Context: an optimization exercise on an open-source flow, tuned for small area. The choices shown serve that exercise and are no tape-out recipe.
Where RTL was checked, it was by simulation tests only, not by an equivalence proof against the original.
No driver is modelled on the clock port, so clock power and skew are understated where the tree is cut down; a real chip needs a root buffer or a tree.
Power and IR drop assume default switching activity.

Design top, start of the top module:
module top
  (
    input               pclk,
    input               presetn,
    input   [31:0]      paddr,
    input   [31:0]      pwdata,
    input               psel,
    input               pwrite,
    input               penable,
    output  [31:0]      prdata
  );
clock: 5.0 ns
lec_check: 0
abc_area: 1
cap_margin: 20
cell_pad_in_sites_detail_placement: 1
cell_pad_in_sites_global_placement: 1
core_margin: 2
core_utilization: 40
gpl_timing_driven: 0
slew_margin: 20
synth_hierarchical: 1
standard.sh (not shown) runs the stock make flow with config.mk's settings and CLKGATE_MAP_FILE= SYNTH_SCRIPT=/design/flow/synth_recipe.tcl, a recipe that flattens the netlist after the stock synthesis.
==> flow/flow/run.sh <==
#!/bin/bash
# Standard ORFS layout with these changes: ABC maps for area with
# flow/area.abc (registers untouched), ports are buffered with the smallest
# buffer, and after CTS the clock tree is rebuilt as one root and eight leaf
# buffers (flow/post_cts.tcl, flow/clock_tree.tcl). Each tool's output goes
# to standard_flow.log here and to ORFS's own logs under orfs/logs.
set -euo pipefail
export AREA_ABC_SCRIPT="$PWD/flow/area.abc"
export BUFFER_PORTS_ARGS="-buffer_cell sky130_fd_sc_hd__buf_1"
export CTS_ARGS="-sink_clustering_enable -repair_clock_nets -dont_use_dummy_load -buf_list sky130_fd_sc_hd__clkbuf_4"
export POST_CTS_TCL="$PWD/flow/post_cts.tcl"
bash standard.sh "SYNTH_SCRIPT=$PWD/flow/synth.tcl" "BUFFER_PORTS_ARGS=$BUFFER_PORTS_ARGS" \
  "CTS_ARGS=$CTS_ARGS" "POST_CTS_TCL=$POST_CTS_TCL" finish > standard_flow.log 2>&1
Other scripts of this flow, unchanged in this note and not shown: flow/flow/area.abc, flow/flow/clock_tree.tcl, flow/flow/post_cts.tcl, flow/flow/synth.tcl
The starting point completed with no timing, DRC or antenna violations.
Rerun with:
--- a/flow/flow/run.sh
+++ b/flow/flow/run.sh
@@ -3,5 +3,4 @@
 # flow/area.abc (registers untouched), ports are buffered with the smallest
-# buffer, and after CTS the clock tree is rebuilt as one root and eight leaf
-# buffers (flow/post_cts.tcl, flow/clock_tree.tcl). Each tool's output goes
-# to standard_flow.log here and to ORFS's own logs under orfs/logs.
+# buffer, CTS inserts no dummy loads and uses small buffers, and after CTS a
+# clock tree is rebuilt as a root and eight leaf buffers (flow/post_cts.tcl).
 set -euo pipefail
CELL_PAD_IN_SITES_DETAIL_PLACEMENT = default   (was 1)
CELL_PAD_IN_SITES_GLOBAL_PLACEMENT = default   (was 1)
Result:
- The changed run finished clean
- die area stays the same
- synthesized cell count does not change
- utilization stays flat
- global-route usage came out lower by 3.3 points
- cell count stays flat
- design area hardly moves
- via count falls by about 1.2%
- combinational power is lower by about 2%


run 1:
The RTL this note starts from:
==> flow/design.v <==
module top
  (
    input               pclk,
    input               presetn,
    input   [31:0]      paddr,
    input   [31:0]      pwdata,
    input               psel,
    input               pwrite,
    input               penable,
    output  [31:0]      prdata
  );
  localparam [31:0] RV1 = 32'h5A5A_5555;
  localparam [31:0] RV2 = 32'h1234_9876;
  localparam [31:0] RV3 = 32'hA5A5_0000;
  localparam [31:0] RV4 = 32'h0000_FFFF;
  reg [3:0]  cntrl;
  reg [31:0] reg1, reg2, reg3, reg4;
  reg        rst1, rst2, rst3, rst4;
  reg [4:0]  sel;
  wire base_ok = ~|paddr[31:5] & ~|paddr[1:0];
  wire [4:0] hit;
  assign hit[0] = base_ok & (paddr[4:2] == 3'd0);
  assign hit[1] = base_ok & (paddr[4:2] == 3'd1);
  assign hit[2] = base_ok & (paddr[4:2] == 3'd2);
  assign hit[3] = base_ok & (paddr[4:2] == 3'd3);
  assign hit[4] = base_ok & (paddr[4:2] == 3'd4);
  wire wr = psel & penable & pwrite;
  always @(posedge pclk) begin
    sel <= hit;
    if (!presetn)
      cntrl <= 4'h0;
    else if (wr & hit[0])
      cntrl <= pwdata[3:0];
    if (wr & hit[1]) reg1 <= pwdata;
    if (wr & hit[2]) reg2 <= pwdata;
    if (wr & hit[3]) reg3 <= pwdata;
    if (wr & hit[4]) reg4 <= pwdata;
    if (!presetn) begin
      rst1 <= 1'b1; rst2 <= 1'b1; rst3 <= 1'b1; rst4 <= 1'b1;
    end else begin
      if (wr & hit[1]) rst1 <= 1'b0;
      if (wr & hit[2]) rst2 <= 1'b0;
      if (wr & hit[3]) rst3 <= 1'b0;
      if (wr & hit[4]) rst4 <= 1'b0;
    end
  end
  wire [31:0] v1 = rst1 ? RV1 : reg1;
  wire [31:0] v2 = rst2 ? RV2 : reg2;
  wire [31:0] v3 = rst3 ? RV3 : reg3;
  wire [31:0] v4 = rst4 ? RV4 : reg4;
  assign prdata = ({32{sel[0]}} & {28'h0, cntrl})
                | ({32{sel[1]}} & v1)
                | ({32{sel[2]}} & v2)
                | ({32{sel[3]}} & v3)
                | ({32{sel[4]}} & v4);
endmodule
Settings: LEC_CHECK=0, ABC_AREA=1, CAP_MARGIN=20, CORE_MARGIN=2, CORE_UTILIZATION=40, SLEW_MARGIN=20; clock period 5.0 ns.
==> flow/flow/run.sh <==
#!/bin/bash
# Standard ORFS layout, with two changes: ports are buffered with the
# smallest buffer, and CTS inserts no dummy loads and uses small buffers.
set -euo pipefail
export BUFFER_PORTS_ARGS="-buffer_cell sky130_fd_sc_hd__buf_1"
export CTS_ARGS="-sink_clustering_enable -repair_clock_nets -dont_use_dummy_load -buf_list sky130_fd_sc_hd__clkbuf_4"
bash standard.sh "BUFFER_PORTS_ARGS=$BUFFER_PORTS_ARGS" "CTS_ARGS=$CTS_ARGS" finish > standard_flow.log 2>&1
Relative to run 1, the following input files were edited for run 2:
==> flow/run.sh (new file) <==
#!/bin/bash
# synth_recipe.tcl (not shown) runs the flow's synth.tcl, then flattens the netlist and writes it again
# the make line also repeats each setting of config.mk as NAME=value (left out here)
make -C /OpenROAD-flow-scripts/flow DESIGN_CONFIG=/design/flow/config.mk WORK_HOME=/design/flow/orfs CLKGATE_MAP_FILE= SYNTH_SCRIPT=/design/flow/synth_recipe.tcl finish
removed: flow/flow/run.sh
removed: flow/standard.sh
- The final layouts of run 1 and run 2 pass the timing, DRC and antenna checks.
- Clock skew: run 1 vs run 2 identical
- Part of the cycle the worst path needs for run 2: 3.2 points up relative to run 1
- Of run 1 and run 2, the lower non-clock buffer total of the final layout belongs to run 1.
- Comparing global-route usage for run 1 and run 2, the smaller number came from run 1.
- From run 2 to run 1, number of gates given a new drive strength after cts did not move at all.
Input-level comparison between run 3 and run 2:
- changing CORE_UTILIZATION from 40 to 70
==> flow/flow/run.sh (new file) <==
#!/bin/bash
# Standard ORFS layout with three changes: ABC maps for area with flow/area.abc
# (registers untouched), ports are buffered with the smallest buffer, and CTS
# inserts no dummy loads and uses small buffers.
set -euo pipefail
export AREA_ABC_SCRIPT="$PWD/flow/area.abc"
export BUFFER_PORTS_ARGS="-buffer_cell sky130_fd_sc_hd__buf_1"
export CTS_ARGS="-sink_clustering_enable -repair_clock_nets -dont_use_dummy_load -buf_list sky130_fd_sc_hd__clkbuf_4"
bash standard.sh "SYNTH_SCRIPT=$PWD/flow/synth.tcl" "BUFFER_PORTS_ARGS=$BUFFER_PORTS_ARGS" "CTS_ARGS=$CTS_ARGS" finish > standard_flow.log 2>&1
==> flow/flow/area.abc (new file) <==
strash
&get -n
&dch
&nf -R 1000
&put
mfs2
strash
&get -n
&dch
&nf -R 1000
&put
==> flow/flow/synth.tcl (new file) <==
proc synth {args} { yosys synth -nofsm -noshare {*}$args }
# Same as synth_recipe.tcl, except that ABC maps with flow/area.abc.
proc abc {args} {
  set i [lsearch -exact $args -script]
  if { $i >= 0 } {
    set args [lreplace $args [expr {$i + 1}] [expr {$i + 1}] $::env(AREA_ABC_SCRIPT)]
  }
  yosys abc {*}$args
}
source $::env(SCRIPTS_DIR)/synth.tcl
# left out here: clear keep_hierarchy, flatten, clean up, hide names made inside functions, write 1_2_yosys.v
==> flow/standard.sh (new file) <==
#!/bin/bash
# synth_recipe.tcl (not shown) runs the flow's synth.tcl, then flattens the netlist and writes it again
# the make line also repeats each setting of config.mk as NAME=value (left out here)
make -C /OpenROAD-flow-scripts/flow DESIGN_CONFIG=/design/flow/config.mk WORK_HOME=/design/flow/orfs CLKGATE_MAP_FILE= SYNTH_SCRIPT=/design/flow/synth_recipe.tcl "${@:-finish}"
removed: flow/run.sh
==> run notes <==
Minimum period implied by the final worst setup slack, run 2 and run 3: smaller value in run 3
Measured against each other, run 2 and run 3 differ in effective utilization at floorplan, the higher figure coming from run 3.
Compared with run 2, in run 3 number of endpoints failing setup at the final stage has remained practically unchanged; number of distinct library cell variants in the gate-level netlist after synthesis now smaller.
Delta (run 3 minus run 2): core utilization of the finished layout up 27 points, proportion of final cell area spent on non-clock buffers fell by 6.9 points, sequential-to-total area share from yosys stat went up.
Summary of run 3 over run 2: register fraction of the total cell area rose 13 points, leakage dissipation now smaller, synthesized area decreased by about 6% relative to the old numbers, clock-pin slew on the worst setup and hold paths went up.
Setup changes, run 3 to run 4
- CORE_UTILIZATION changed from 70 to 40
[summary]
- For the measured slew at the worst slew-check pin, run 4 came in 0.037 ns lower than run 3 did.
- Every stage of the flow completed for run 4, and the final layout passed the timing, DRC and antenna checks.
- Run 3: done, clean on timing, DRC and antenna
- For proportion of cell area spent on the clock network, run 4 and run 3 come out practically identical.
- Taking run 3 as the reference point, the total power of run 4 rises by about 0.3%.


top, a different RTL version from the one above (not shown whole).
For scale: about 440 cells after synthesis, roughly 100 I/O pins, roughly 0.0049 mm^2 of cells after synthesis.
// top
module top
  (
    input               pclk,
    input               presetn,
    input   [31:0]      paddr,
    input   [31:0]      pwdata,
    input               psel,
    input               pwrite,
    input               penable,
    output  [31:0]      prdata
  );
==> flow/config.mk <==
export PLATFORM = sky130hd
export DESIGN_NAME = top
export DESIGN_NICKNAME = top
export VERILOG_FILES = /design/flow/design.v
export SDC_FILE = /design/flow/constraint.sdc
export NUM_CORES = 4
export LEC_CHECK = 0
export ABC_AREA = 1
export CAP_MARGIN = 20
export CORE_MARGIN = 2
export CORE_UTILIZATION = 40
export GPL_TIMING_DRIVEN = 0
export SLEW_MARGIN = 20
export SYNTH_HIERARCHICAL = 1
==> flow/constraint.sdc <==
create_clock -name core_clock -period 5.0 [get_ports {pclk}]
set_input_delay 1.0000 -clock core_clock [delete_from_list [all_inputs] [get_ports {pclk}]]
set_output_delay 1.0000 -clock core_clock [all_outputs]
set_load 0.01 [all_outputs]
==> flow/flow/run.sh <==
#!/bin/bash
# Standard ORFS layout with these changes: ABC maps for area with
# flow/area.abc (registers untouched), ports are buffered with the smallest
# buffer, CTS inserts no dummy loads and uses small buffers, and after CTS a
# clock buffer with slow sink slews is upsized (flow/post_cts.tcl).
set -euo pipefail
export AREA_ABC_SCRIPT="$PWD/flow/area.abc"
export BUFFER_PORTS_ARGS="-buffer_cell sky130_fd_sc_hd__buf_1"
export CTS_ARGS="-sink_clustering_enable -repair_clock_nets -dont_use_dummy_load -buf_list sky130_fd_sc_hd__clkbuf_4"
export POST_CTS_TCL="$PWD/flow/post_cts.tcl"
bash standard.sh "SYNTH_SCRIPT=$PWD/flow/synth.tcl" "BUFFER_PORTS_ARGS=$BUFFER_PORTS_ARGS" \
  "CTS_ARGS=$CTS_ARGS" "POST_CTS_TCL=$POST_CTS_TCL" finish > standard_flow.log 2>&1
==> flow/flow/area.abc <==
strash
&get -n
&dch
&nf -R 1000
&put
mfs2
strash
&get -n
&dch
&nf -R 1000
&put
==> flow/flow/post_cts.tcl <==
set_propagated_clock [all_clocks]
estimate_parasitics -placement
set n_up 0
foreach inst [get_cells clkbuf_*] {
  if { [get_property $inst ref_name] ne "sky130_fd_sc_hd__clkbuf_4" } { continue }
  set worst 0
  foreach out [get_pins -of_objects $inst -filter "direction==output"] {
    foreach p [get_pins -of_objects [get_nets -of_objects $out] -filter "direction==input"] {
      if { [get_property $p is_register_clock] ne "1" } { continue }
      set s [get_property $p slew_max]
      if { $s > $worst } { set worst $s }
    }
  }
  if { $worst > 0.108 } {
    puts "post_cts: [get_full_name $inst] sink slew $worst, using clkbuf_8"
    replace_cell $inst sky130_fd_sc_hd__clkbuf_8
    incr n_up
  }
}
puts "post_cts: upsized $n_up clock buffers"
if { $n_up > 0 } {
  detailed_placement
  check_placement -verbose
}
==> flow/flow/synth.tcl <==
proc synth {args} { yosys synth -nofsm -noshare {*}$args }
# Same as synth_recipe.tcl, except that ABC maps with flow/area.abc, and the
# inverters of apb_inv are sized up (below).
proc abc {args} {
  set i [lsearch -exact $args -script]
  if { $i >= 0 } {
    set args [lreplace $args [expr {$i + 1}] [expr {$i + 1}] $::env(AREA_ABC_SCRIPT)]
  }
  yosys abc {*}$args
}
source $::env(SCRIPTS_DIR)/synth.tcl
# The inverters of apb_inv drive a whole register's enables or read selects:
# give them the double-strength inverter, which has the same area.
chtype -set sky130_fd_sc_hd__inv_2 apb_inv/t:sky130_fd_sc_hd__clkinv_1 apb_inv/t:sky130_fd_sc_hd__inv_1
# left out here: clear keep_hierarchy, flatten, clean up, hide names made inside functions, write 1_2_yosys.v
Edit:
- GPL_TIMING_DRIVEN: 0 -> default
Effect: The changed run ran to the end with no violations; cell area rose by 0.76%; worst setup slack improved by 0.38 ns; count of clock-buffer cells in the layout stays the same; hold slack is about the same; sequential share of layout area fell by 0.38 points.


Setup of the reference run:
top, a different RTL version from the one above (not shown whole).
Size in the first run: roughly 310 cells after synthesis, roughly 100 I/O pins, about 0.0051 mm2 of cells after synthesis.
// top
module top
  (
    input               pclk,
    input               presetn,
    input   [31:0]      paddr,
    input   [31:0]      pwdata,
    input               psel,
    input               pwrite,
    input               penable,
    output  [31:0]      prdata
  );
  reg [3:0]  cntrl;
  reg [31:0] reg1, reg2, reg3, reg4;
  reg        rst1, rst2, rst3, rst4;
  reg [4:0]  sel;
  wire base_ok = ~|paddr[31:5] & ~|paddr[1:0];
  wire [4:0] hit;
  assign hit[0] = base_ok & (paddr[4:2] == 3'd0);
  assign hit[1] = base_ok & (paddr[4:2] == 3'd1);
  assign hit[2] = base_ok & (paddr[4:2] == 3'd2);
  assign hit[3] = base_ok & (paddr[4:2] == 3'd3);
  assign hit[4] = base_ok & (paddr[4:2] == 3'd4);
  wire wr = psel & penable & pwrite;
  wire [4:1] wen_n = ~({4{wr}} & hit[4:1]);
  wire [4:1] we;
  apb_inv u_we1 (.a(wen_n[1]), .y(we[1]));
  apb_inv u_we2 (.a(wen_n[2]), .y(we[2]));
  apb_inv u_we3 (.a(wen_n[3]), .y(we[3]));
  apb_inv u_we4 (.a(wen_n[4]), .y(we[4]));
  ...
==> flow/config.mk <==
export PLATFORM = sky130hd
export DESIGN_NAME = top
export DESIGN_NICKNAME = top
export VERILOG_FILES = /design/flow/design.v
export SDC_FILE = /design/flow/constraint.sdc
export NUM_CORES = 4
export LEC_CHECK = 0
export ABC_AREA = 1
export CAP_MARGIN = 20
export CORE_MARGIN = 2
export CORE_UTILIZATION = 40
export SLEW_MARGIN = 20
export SYNTH_HIERARCHICAL = 1
==> flow/constraint.sdc <==
create_clock -name core_clock -period 5.0 [get_ports {pclk}]
set_input_delay 1.0000 -clock core_clock [delete_from_list [all_inputs] [get_ports {pclk}]]
set_output_delay 1.0000 -clock core_clock [all_outputs]
set_load 0.01 [all_outputs]
==> flow/flow/synth.tcl <==
proc synth {args} { yosys synth -nofsm -noshare {*}$args }
# Same as synth_recipe.tcl, except that ABC maps with flow/area.abc.
proc abc {args} {
  set i [lsearch -exact $args -script]
  if { $i >= 0 } {
    set args [lreplace $args [expr {$i + 1}] [expr {$i + 1}] $::env(AREA_ABC_SCRIPT)]
  }
  yosys abc {*}$args
}
source $::env(SCRIPTS_DIR)/synth.tcl
# left out here: clear keep_hierarchy, flatten, clean up, hide names made inside functions, write 1_2_yosys.v
Scripts as last shown in full above: flow/flow/run.sh, flow/flow/area.abc, flow/flow/post_cts.tcl
Looking at the reports, the reference run completed the entire flow and the layout it produced met the timing, DRC and antenna checks.
Edits applied to the flow inputs when going from the reference run to the trial run:
--- a/flow/flow/synth.tcl
+++ b/flow/flow/synth.tcl
@@ -2 +2,2 @@
-# Same as synth_recipe.tcl, except that ABC maps with flow/area.abc.
+# Same as synth_recipe.tcl, except that ABC maps with flow/area.abc, and the
+# inverters of apb_inv are sized up (below).
@@ -10,0 +12,3 @@
+# The inverters of apb_inv drive a whole register's enables or read selects:
+# give them the double-strength inverter, which has the same area.
+chtype -set sky130_fd_sc_hd__inv_2 apb_inv/t:sky130_fd_sc_hd__clkinv_1 apb_inv/t:sky130_fd_sc_hd__inv_1
Notes after the runs:
- On met3 track utilization from global routing, the lower figure sits with the trial run, not the reference run.
- The reference run has higher global-route wire length before repair than the trial run.
- Looking at the trial run and the reference run, the netlist area before placement is a wash.
- Average vias per placed instance of the trial run exceeds that of the reference run slightly.
- [compare] base=the reference run new=the trial run: hold slack went up 0.0038 ns, fmax grew by 13%.
No run of this note included a check of the RTL's function; only the layout flow was run.

## separate check: timing with driven ports
No port has a modelled driver above. Below, the same layouts with a new extraction and two added sets of constraints. Step 1: set_driving_cell puts a clkbuf_16 on pclk and a buf_2 on each other input, an assumption about the parent block. Step 2 adds t to the input delays and takes it off the output delays; t is the mean of the earliest and latest rising clock arrival at the registers after step 1. Input paths then give back, and output paths get back, about the clock's delay inside the block. Slacks: no drivers / after step 1 / after step 2; pairs: no drivers / after step 1.
| run | t, ns | slack for setup (ns) | worst setup path at the end |
|---|---|---|---|
| the first run of note 1 | 0.506 | 1.466 / 1.433 / 1.155 | input to register |
| the second run of note 1 | 0.504 | 1.494 / 1.458 / 1.121 | input to register |
| run 1 | 0.520 | 1.406 / 1.376 / 1.897 | register to output |
| run 2 | 0.443 | 1.246 / 1.206 / 1.484 | input to register |
| run 3 | 0.522 | 1.375 / 1.345 / 1.364 | input to register |
| run 4 | 0.524 | 1.342 / 1.312 / 1.460 | input to register |
| the first run of note 3 | 0.539 | 1.534 / 1.547 / 1.008 | input to register |
| the second run of note 3 | 0.540 | 1.913 / 1.880 / 1.454 | input to register |
| the reference run | 0.523 | 1.509 / 1.477 / 1.514 | input to register |
| the trial run | 0.530 | 1.917 / 1.886 / 1.550 | input to register |
After both steps setup and hold are still met in every run listed. For the first run of note 3, which loses most, drivers alone change the setup slack by +0.013 ns; drivers and shift together by -0.526 ns.
